Context: an optimization exercise on an open-source flow, tuned for small area. The choices shown serve that exercise and are no tape-out recipe. Function was checked by simulation only, so behaviour that the tests miss may differ from the original. The clock input has no modelled driver; a real chip could not lean on it and would need a root buffer or a full tree. Power figures rest on the tool's default switching activity, not on a simulated workload.

## build 83
==> flow/design.v <==
`timescale 1ns / 1ps
module top_time_clock(
    input i_clk, i_reset, i_mode, i_onOff,
    input i_inc_hour, i_inc_min, i_clr_sec,
    output [7:0] o_font,
    output [3:0] o_digit
    );
    reg [2:0] r_q; reg r_t;
    reg [2:0] r_s;
    reg [3:0] r_u;
    reg [6:0] r_c;
    reg [5:0] r_sec, r_min;
    reg [4:0] r_hour;
    wire w = r_q[2] & ~r_q[1];
    wire tick = w & ~r_t;
    wire u9 = r_u[3] & r_u[0];
    wire c99 = r_c[6] & r_c[5] & r_c[1] & r_c[0];
    wire s59 = r_sec[5] & r_sec[4] & r_sec[3] & r_sec[1] & r_sec[0];
    wire m59 = r_min[5] & r_min[4] & r_min[3] & r_min[1] & r_min[0];
    wire h23 = r_hour[4] & r_hour[2] & r_hour[1] & r_hour[0];
    wire c_inc = tick & u9;
    wire s_inc = c_inc & c99;
    wire m_carry = s_inc & s59;
    wire m_inc = i_inc_min | m_carry;
    wire h_inc = i_inc_hour | (m_carry & m59);
    always @(posedge i_clk or posedge i_reset) begin
        if (i_reset) begin
            r_q <= 0; r_t <= 0; r_s <= 0; r_u <= 0; r_c <= 0; r_sec <= 0; r_min <= 0; r_hour <= 0;
        end else begin
            r_q <= {r_q[1:0], ~(r_q[1] | r_q[2])};
            if (w) r_t <= ~r_t;
            if (tick) r_s <= r_s + 3'd1;
            if (i_clr_sec) begin
                r_u <= 0; r_c <= 0; r_sec <= 0;
            end else begin
                if (tick) r_u <= u9 ? 4'd0 : r_u + 4'd1;
                if (c_inc) r_c <= c99 ? 7'd0 : r_c + 7'd1;
                if (s_inc) r_sec <= s59 ? 6'd0 : r_sec + 6'd1;
            end
            if (m_inc) r_min <= m59 ? 6'd0 : r_min + 6'd1;
            if (h_inc) r_hour <= h23 ? 5'd0 : r_hour + 5'd1;
        end
    end
    assign o_digit = ~(4'b0001 << r_s[1:0]);
    reg [6:0] x;
    always @(*) begin
        case ({i_mode, r_s[1]})
            2'b00: x = {1'b0, r_min};
            2'b01: x = {2'b0, r_hour};
            2'b10: x = r_c;
            default: x = {1'b0, r_sec};
        endcase
    end
    reg [3:0] tens, ones;
    always @(*) begin
        case (x)
            7'd0: tens = 4'd0;
            7'd1: tens = 4'd0;
            7'd2: tens = 4'd0;
            7'd3: tens = 4'd0;
            7'd4: tens = 4'd0;
            7'd5: tens = 4'd0;
            7'd6: tens = 4'd0;
            7'd7: tens = 4'd0;
            7'd8: tens = 4'd0;
            7'd9: tens = 4'd0;
            7'd10: tens = 4'd1;
            7'd11: tens = 4'd1;
            7'd12: tens = 4'd1;
            7'd13: tens = 4'd1;
            7'd14: tens = 4'd1;
            7'd15: tens = 4'd1;
            7'd16: tens = 4'd1;
            7'd17: tens = 4'd1;
            7'd18: tens = 4'd1;
            7'd19: tens = 4'd1;
            7'd20: tens = 4'd2;
            7'd21: tens = 4'd2;
            7'd22: tens = 4'd2;
            7'd23: tens = 4'd2;
            7'd24: tens = 4'd2;
            7'd25: tens = 4'd2;
            7'd26: tens = 4'd2;
            7'd27: tens = 4'd2;
            7'd28: tens = 4'd2;
            7'd29: tens = 4'd2;
            7'd30: tens = 4'd3;
            7'd31: tens = 4'd3;
            7'd32: tens = 4'd3;
            7'd33: tens = 4'd3;
            7'd34: tens = 4'd3;
            7'd35: tens = 4'd3;
            7'd36: tens = 4'd3;
            7'd37: tens = 4'd3;
            7'd38: tens = 4'd3;
            7'd39: tens = 4'd3;
            7'd40: tens = 4'd4;
            7'd41: tens = 4'd4;
            7'd42: tens = 4'd4;
            7'd43: tens = 4'd4;
            7'd44: tens = 4'd4;
            7'd45: tens = 4'd4;
            7'd46: tens = 4'd4;
            7'd47: tens = 4'd4;
            7'd48: tens = 4'd4;
            7'd49: tens = 4'd4;
            7'd50: tens = 4'd5;
            7'd51: tens = 4'd5;
            7'd52: tens = 4'd5;
            7'd53: tens = 4'd5;
            7'd54: tens = 4'd5;
            7'd55: tens = 4'd5;
            7'd56: tens = 4'd5;
            7'd57: tens = 4'd5;
            7'd58: tens = 4'd5;
            7'd59: tens = 4'd5;
            7'd60: tens = 4'd6;
            7'd61: tens = 4'd6;
            7'd62: tens = 4'd6;
            7'd63: tens = 4'd6;
            7'd64: tens = 4'd6;
            7'd65: tens = 4'd6;
            7'd66: tens = 4'd6;
            7'd67: tens = 4'd6;
            7'd68: tens = 4'd6;
            7'd69: tens = 4'd6;
            7'd70: tens = 4'd7;
            7'd71: tens = 4'd7;
            7'd72: tens = 4'd7;
            7'd73: tens = 4'd7;
            7'd74: tens = 4'd7;
            7'd75: tens = 4'd7;
            7'd76: tens = 4'd7;
            7'd77: tens = 4'd7;
            7'd78: tens = 4'd7;
            7'd79: tens = 4'd7;
            7'd80: tens = 4'd8;
            7'd81: tens = 4'd8;
            7'd82: tens = 4'd8;
            7'd83: tens = 4'd8;
            7'd84: tens = 4'd8;
            7'd85: tens = 4'd8;
            7'd86: tens = 4'd8;
            7'd87: tens = 4'd8;
            7'd88: tens = 4'd8;
            7'd89: tens = 4'd8;
            7'd90: tens = 4'd9;
            7'd91: tens = 4'd9;
            7'd92: tens = 4'd9;
            7'd93: tens = 4'd9;
            7'd94: tens = 4'd9;
            7'd95: tens = 4'd9;
            7'd96: tens = 4'd9;
            7'd97: tens = 4'd9;
            7'd98: tens = 4'd9;
            7'd99: tens = 4'd9;
            default: tens = 4'bx;
        endcase
        case (x)
            7'd0: ones = 4'd0;
            7'd1: ones = 4'd1;
            7'd2: ones = 4'd2;
            7'd3: ones = 4'd3;
            7'd4: ones = 4'd4;
            7'd5: ones = 4'd5;
            7'd6: ones = 4'd6;
            7'd7: ones = 4'd7;
            7'd8: ones = 4'd8;
            7'd9: ones = 4'd9;
            7'd10: ones = 4'd0;
            7'd11: ones = 4'd1;
            7'd12: ones = 4'd2;
            7'd13: ones = 4'd3;
            7'd14: ones = 4'd4;
            7'd15: ones = 4'd5;
            7'd16: ones = 4'd6;
            7'd17: ones = 4'd7;
            7'd18: ones = 4'd8;
            7'd19: ones = 4'd9;
            7'd20: ones = 4'd0;
            7'd21: ones = 4'd1;
            7'd22: ones = 4'd2;
            7'd23: ones = 4'd3;
            7'd24: ones = 4'd4;
            7'd25: ones = 4'd5;
            7'd26: ones = 4'd6;
            7'd27: ones = 4'd7;
            7'd28: ones = 4'd8;
            7'd29: ones = 4'd9;
            7'd30: ones = 4'd0;
            7'd31: ones = 4'd1;
            7'd32: ones = 4'd2;
            7'd33: ones = 4'd3;
            7'd34: ones = 4'd4;
            7'd35: ones = 4'd5;
            7'd36: ones = 4'd6;
            7'd37: ones = 4'd7;
            7'd38: ones = 4'd8;
            7'd39: ones = 4'd9;
            7'd40: ones = 4'd0;
            7'd41: ones = 4'd1;
            7'd42: ones = 4'd2;
            7'd43: ones = 4'd3;
            7'd44: ones = 4'd4;
            7'd45: ones = 4'd5;
            7'd46: ones = 4'd6;
            7'd47: ones = 4'd7;
            7'd48: ones = 4'd8;
            7'd49: ones = 4'd9;
            7'd50: ones = 4'd0;
            7'd51: ones = 4'd1;
            7'd52: ones = 4'd2;
            7'd53: ones = 4'd3;
            7'd54: ones = 4'd4;
            7'd55: ones = 4'd5;
            7'd56: ones = 4'd6;
            7'd57: ones = 4'd7;
            7'd58: ones = 4'd8;
            7'd59: ones = 4'd9;
            7'd60: ones = 4'd0;
            7'd61: ones = 4'd1;
            7'd62: ones = 4'd2;
            7'd63: ones = 4'd3;
            7'd64: ones = 4'd4;
            7'd65: ones = 4'd5;
            7'd66: ones = 4'd6;
            7'd67: ones = 4'd7;
            7'd68: ones = 4'd8;
            7'd69: ones = 4'd9;
            7'd70: ones = 4'd0;
            7'd71: ones = 4'd1;
            7'd72: ones = 4'd2;
            7'd73: ones = 4'd3;
            7'd74: ones = 4'd4;
            7'd75: ones = 4'd5;
            7'd76: ones = 4'd6;
            7'd77: ones = 4'd7;
            7'd78: ones = 4'd8;
            7'd79: ones = 4'd9;
            7'd80: ones = 4'd0;
            7'd81: ones = 4'd1;
            7'd82: ones = 4'd2;
            7'd83: ones = 4'd3;
            7'd84: ones = 4'd4;
            7'd85: ones = 4'd5;
            7'd86: ones = 4'd6;
            7'd87: ones = 4'd7;
            7'd88: ones = 4'd8;
            7'd89: ones = 4'd9;
            7'd90: ones = 4'd0;
            7'd91: ones = 4'd1;
            7'd92: ones = 4'd2;
            7'd93: ones = 4'd3;
            7'd94: ones = 4'd4;
            7'd95: ones = 4'd5;
            7'd96: ones = 4'd6;
            7'd97: ones = 4'd7;
            7'd98: ones = 4'd8;
            7'd99: ones = 4'd9;
            default: ones = 4'bx;
        endcase
    end
    wire [3:0] digit = r_s[0] ? tens : ones;
    reg [6:0] seg;
    always @(*) begin
        case (digit)
            4'd0: seg = 7'h40;
            4'd1: seg = 7'h79;
            4'd2: seg = 7'h24;
            4'd3: seg = 7'h30;
            4'd4: seg = 7'h19;
            4'd5: seg = 7'h12;
            4'd6: seg = 7'h02;
            4'd7: seg = 7'h78;
            4'd8: seg = 7'h00;
            default: seg = 7'h10;
        endcase
    end
    wire blank = i_onOff | r_s[2];
    assign o_font[6:0] = blank ? 7'h7f : seg;
    assign o_font[7] = ~(~i_onOff & (r_s == 3'd6) & (r_c >= 7'd50));
endmodule
Settings: LEC_CHECK=0, CAP_MARGIN=20, CORE_MARGIN=2, CORE_UTILIZATION=60, PLACE_DENSITY=0.7, SLEW_MARGIN=20; clock period 12.0 ns.
standard.sh (not shown) runs the stock make flow with config.mk's settings and CLKGATE_MAP_FILE= SYNTH_SCRIPT=/design/flow/synth_recipe.tcl, a recipe that flattens the netlist after the stock synthesis.
==> flow/flow/run.sh <==
#!/bin/bash
# Own layout flow: the standard synthesis (standard.sh synth), then an area-oriented
# re-mapping of the combinational logic only (every register instance kept with its name
# and cell type), then the standard ORFS steps from floorplan to finish, with buf_1 port
# buffers and a small clock tree. Each tool writes its own log in this folder.
set -euo pipefail
source flow/params.sh
WORK=$PWD
RES=$WORK/orfs/results/$FLOW_PLATFORM/top_time_clock/base
export REMAP_LIB=$FLOW_HOME/platforms/$FLOW_PLATFORM/lib/sky130_fd_sc_hd__tt_025C_1v80.lib
export FLOW_TOP

bash standard.sh synth > 1_synth_standard.log 2>&1
cp $RES/1_2_yosys.v $WORK/synth_standard.v

for s in flow/abc_*.script; do
  n=$(basename $s .script)
  ( export REMAP_IN=$WORK/synth_standard.v REMAP_OUT=$WORK/remap_$n.v REMAP_SCRIPT=$WORK/$s
    timeout 900 yosys -c flow/remap.tcl > remap_$n.log 2>&1 || true ) &
  while (( $(jobs -r | wc -l) >= ${NUM_CORES:-4} )); do sleep 1; done
done
wait
best=""; best_area=""
for s in flow/abc_*.script; do
  n=$(basename $s .script)
  f=$WORK/remap_$n.v
  [[ -f $f.stat && -f $f ]] || continue
  a=$(awk '/Chip area/ {print $NF}' $f.stat)
  echo "$n $a" >> remap_areas.log
  if [[ -z "$best" ]] || awk "BEGIN{exit !($a < $best_area)}"; then best=$f; best_area=$a; fi
done
echo "best: $best $best_area" >> remap_areas.log
if [[ -n "$best" ]]; then
  cp $best $RES/1_2_yosys.v
  touch $RES/1_2_yosys.v
fi

bash standard.sh finish \
  "BUFFER_PORTS_ARGS=-buffer_cell sky130_fd_sc_hd__buf_1" \
  "CTS_ARGS=$CTS_ARGS" \
  "PRE_CTS_TCL=$PRE_CTS_TCL" \
  > 2_finish_standard.log 2>&1
==> flow/flow/abc_b4.script <==
strash
&get -n
&deepsyn -T 20
&put
dch -f
amap
==> flow/flow/abc_c1.script <==
strash
&get -n
&deepsyn -T 15 -S 1
&put
dch -f
amap -m
==> flow/flow/abc_c2.script <==
strash
&get -n
&deepsyn -T 15 -S 2
&put
dch -f
amap -m
==> flow/flow/abc_c3.script <==
strash
&get -n
&deepsyn -T 15 -S 3
&put
dch -f
amap -m
==> flow/flow/abc_c4.script <==
strash
&get -n
&deepsyn -T 15 -S 28
&put
dch -f
amap -m
==> flow/flow/abc_c5.script <==
strash
&get -n
&deepsyn -T 15 -S 35
&put
dch -f
amap -m
==> flow/flow/abc_c6.script <==
strash
&get -n
&deepsyn -T 15 -S 42
&put
dch -f
amap -m
==> flow/flow/params.sh <==
CTS_ARGS="-sink_clustering_enable -repair_clock_nets -buf_list sky130_fd_sc_hd__clkbuf_4 -dont_use_dummy_load"
# one hand-made clock buffer instead of TritonCTS (empty PRE_CTS_TCL keeps TritonCTS)
PRE_CTS_TCL=$PWD/flow/cts_single.tcl
export CLOCK_BUF_CELL=sky130_fd_sc_hd__clkbuf_16
export CLOCK_BUF_COUNT=1
export CLOCK_PORT_NAME=i_clk
Other scripts of this flow, unchanged in this note and not shown: flow/flow/cts_single.tcl, flow/flow/remap.tcl
#### Input delta (build 11 over build 83)
- CORE_UTILIZATION now 40, was 60
- PLACE_DENSITY no longer set, was 0.7
==> flow/flow/params.sh <==
CTS_ARGS="-sink_clustering_enable -repair_clock_nets -buf_list sky130_fd_sc_hd__clkbuf_4 -dont_use_dummy_load"
# one hand-made clock buffer instead of TritonCTS (empty PRE_CTS_TCL keeps TritonCTS)
PRE_CTS_TCL=$PWD/flow/cts_single.tcl
export CLOCK_BUF_CELL=sky130_fd_sc_hd__clkbuf_8
export CLOCK_BUF_COUNT=2
export CLOCK_PORT_NAME=i_clk
Results
- Maximum fanout count along the critical path: build 11 vs build 83 down 1
- Build 11 finished end to end and its layout was clean on timing, DRC and antenna.
- Build 11 against build 83: worst setup slack shrank by 250 ps; worst hold slack after final layout shrank by 9.0 ps.
- Comparing build 83 and build 11, the lower post-synthesis to final-layout area growth was measured on build 83.
--- input diff build 11..build 79 ---
==> flow/flow/abc_j1.script (new file) <==
strash
&get -n
&deepsyn -J 400 -T 240 -S 11
&put
dch -f
amap -m
==> flow/flow/abc_j2.script (new file) <==
strash
&get -n
&deepsyn -J 400 -T 240 -S 22
&put
dch -f
amap -m
==> flow/flow/abc_j3.script (new file) <==
strash
&get -n
&deepsyn -J 400 -T 240 -S 33
&put
dch -f
amap -m
==> flow/flow/abc_j4.script (new file) <==
strash
&get -n
&deepsyn -J 400 -T 240 -S 44
&put
dch -f
amap -m
==> flow/flow/abc_j5.script (new file) <==
strash
&get -n
&deepsyn -J 400 -T 240 -S 55
&put
dch -f
amap -m
==> flow/flow/abc_j6.script (new file) <==
strash
&get -n
&deepsyn -J 400 -T 240 -S 66
&put
dch -f
amap -m
==> flow/flow/abc_j7.script (new file) <==
strash
&get -n
&deepsyn -J 400 -T 240 -S 77
&put
dch -f
amap -m
==> flow/flow/abc_j8.script (new file) <==
strash
&get -n
&deepsyn -J 400 -T 240 -S 88
&put
dch -f
amap -m
==> flow/flow/abc_k1.script (new file) <==
strash
&get -n
&deepsyn -J 400 -T 240 -S 5
&put
dch -f
map -a
==> flow/flow/params.sh <==
CTS_ARGS="-sink_clustering_enable -repair_clock_nets -buf_list sky130_fd_sc_hd__clkbuf_4 -dont_use_dummy_load"
# one hand-made clock buffer instead of TritonCTS (empty PRE_CTS_TCL keeps TritonCTS)
PRE_CTS_TCL=$PWD/flow/cts_single.tcl
export CLOCK_BUF_CELL=sky130_fd_sc_hd__clkbuf_16
export CLOCK_BUF_COUNT=1
export CLOCK_PORT_NAME=i_clk
removed: flow/flow/abc_b4.script
removed: flow/flow/abc_c1.script
removed: flow/flow/abc_c2.script
removed: flow/flow/abc_c3.script
removed: flow/flow/abc_c4.script
removed: flow/flow/abc_c5.script
removed: flow/flow/abc_c6.script
Findings:
- Measured against build 79, the met3 routed wirelength of build 11 comes out at 2.0 times the reference value.
- For worst supply voltage drop on vdd, dividing the value from build 11 by the value from build 79 gives 1.11.
- The via count of the first global-routing pass in build 11 is 1.06 times that in build 79.
- There was hardly any difference in floorplan die area between build 11 and build 79.
- Build 11 and build 79 ended up with roughly the same standard cell area after detailed placement.
No run of this note takes its clock network from TritonCTS; it comes from the design's own scripts or RTL.

---

Starts from the design.v that is shown in full above.
clock: 12.0 ns
lec_check: 0
cap_margin: 20
core_margin: 2
core_utilization: 40
slew_margin: 20
==> flow/flow/params.sh <==
CTS_ARGS="-sink_clustering_enable -repair_clock_nets -buf_list sky130_fd_sc_hd__clkbuf_4 -dont_use_dummy_load"
# one hand-made clock buffer instead of TritonCTS (empty PRE_CTS_TCL keeps TritonCTS)
PRE_CTS_TCL=$PWD/flow/cts_single.tcl
export CLOCK_BUF_CELL=sky130_fd_sc_hd__clkbuf_8
export CLOCK_BUF_COUNT=2
export CLOCK_PORT_NAME=i_clk
Scripts as last shown in full above: flow/flow/run.sh
Other scripts of this flow, unchanged in this note and not shown: flow/flow/abc_j1.script, flow/flow/abc_j2.script, flow/flow/abc_j3.script, flow/flow/abc_j4.script, flow/flow/abc_j5.script, flow/flow/abc_j6.script, flow/flow/abc_j7.script, flow/flow/abc_j8.script, flow/flow/abc_k1.script, flow/flow/cts_single.tcl, flow/flow/remap.tcl
Next try:
==> flow/flow/params.sh (replaced) <==
CTS_ARGS="-sink_clustering_enable -repair_clock_nets -buf_list sky130_fd_sc_hd__clkbuf_4 -dont_use_dummy_load"
# one hand-made clock buffer instead of TritonCTS (empty PRE_CTS_TCL keeps TritonCTS)
PRE_CTS_TCL=$PWD/flow/cts_single.tcl
export CLOCK_BUF_CELL=sky130_fd_sc_hd__clkbuf_16
export CLOCK_BUF_COUNT=1
export CLOCK_PORT_NAME=i_clk
PLACE_DENSITY = 0.75   (was default)
Result:
- via count rose by 3.1%
- fmax stays flat
- global-route usage is lower by 0.94 points
- core utilization is about the same
- power climbs by 0.38%
- clock skew stays flat
- setup slack loses 0.013 ns
In every run of this note, the design's own scripts or RTL, not TritonCTS, make the clock network.

## port drivers added, routing unchanged
How much do the figures lean on ideal ports? The routed layouts below were timed once more, with nothing changed but the port constraints. Step 1 (the two cells are an assumption about what drives the block):
set clk [get_ports {i_clk}]
set_driving_cell -lib_cell sky130_fd_sc_hd__clkbuf_16 $clk
set_driving_cell -lib_cell sky130_fd_sc_hd__buf_2 [delete_from_list [all_inputs] $clk]
Step 2 times the ports against the registers' clock, not the clock port: input delays grow and output delays shrink by t, the midpoint of the rising clock arrivals with the driver on. Three values: ideal, step 1, step 2; two values: the first two.
run	shift t [ns]	setup slack, ns	latest minus earliest clock arrival (ns)
build 83	0.200	3.829 / 3.807 / 3.807	0.003 / 0.004
build 11	0.199	3.574 / 3.549 / 3.549	0.017 / 0.018
build 79	0.208	3.780 / 3.751 / 3.751	0.004 / 0.005
the first run of note 2	0.192	3.763 / 3.735 / 3.735	0.008 / 0.008
the second run of note 2	0.211	3.750 / 3.723 / 3.723	0.007 / 0.006
After both steps setup and hold are still met in every run listed. The setup slack of build 79, which loses most, moves by -0.029 ns with the drivers and by -0.029 ns with both steps.
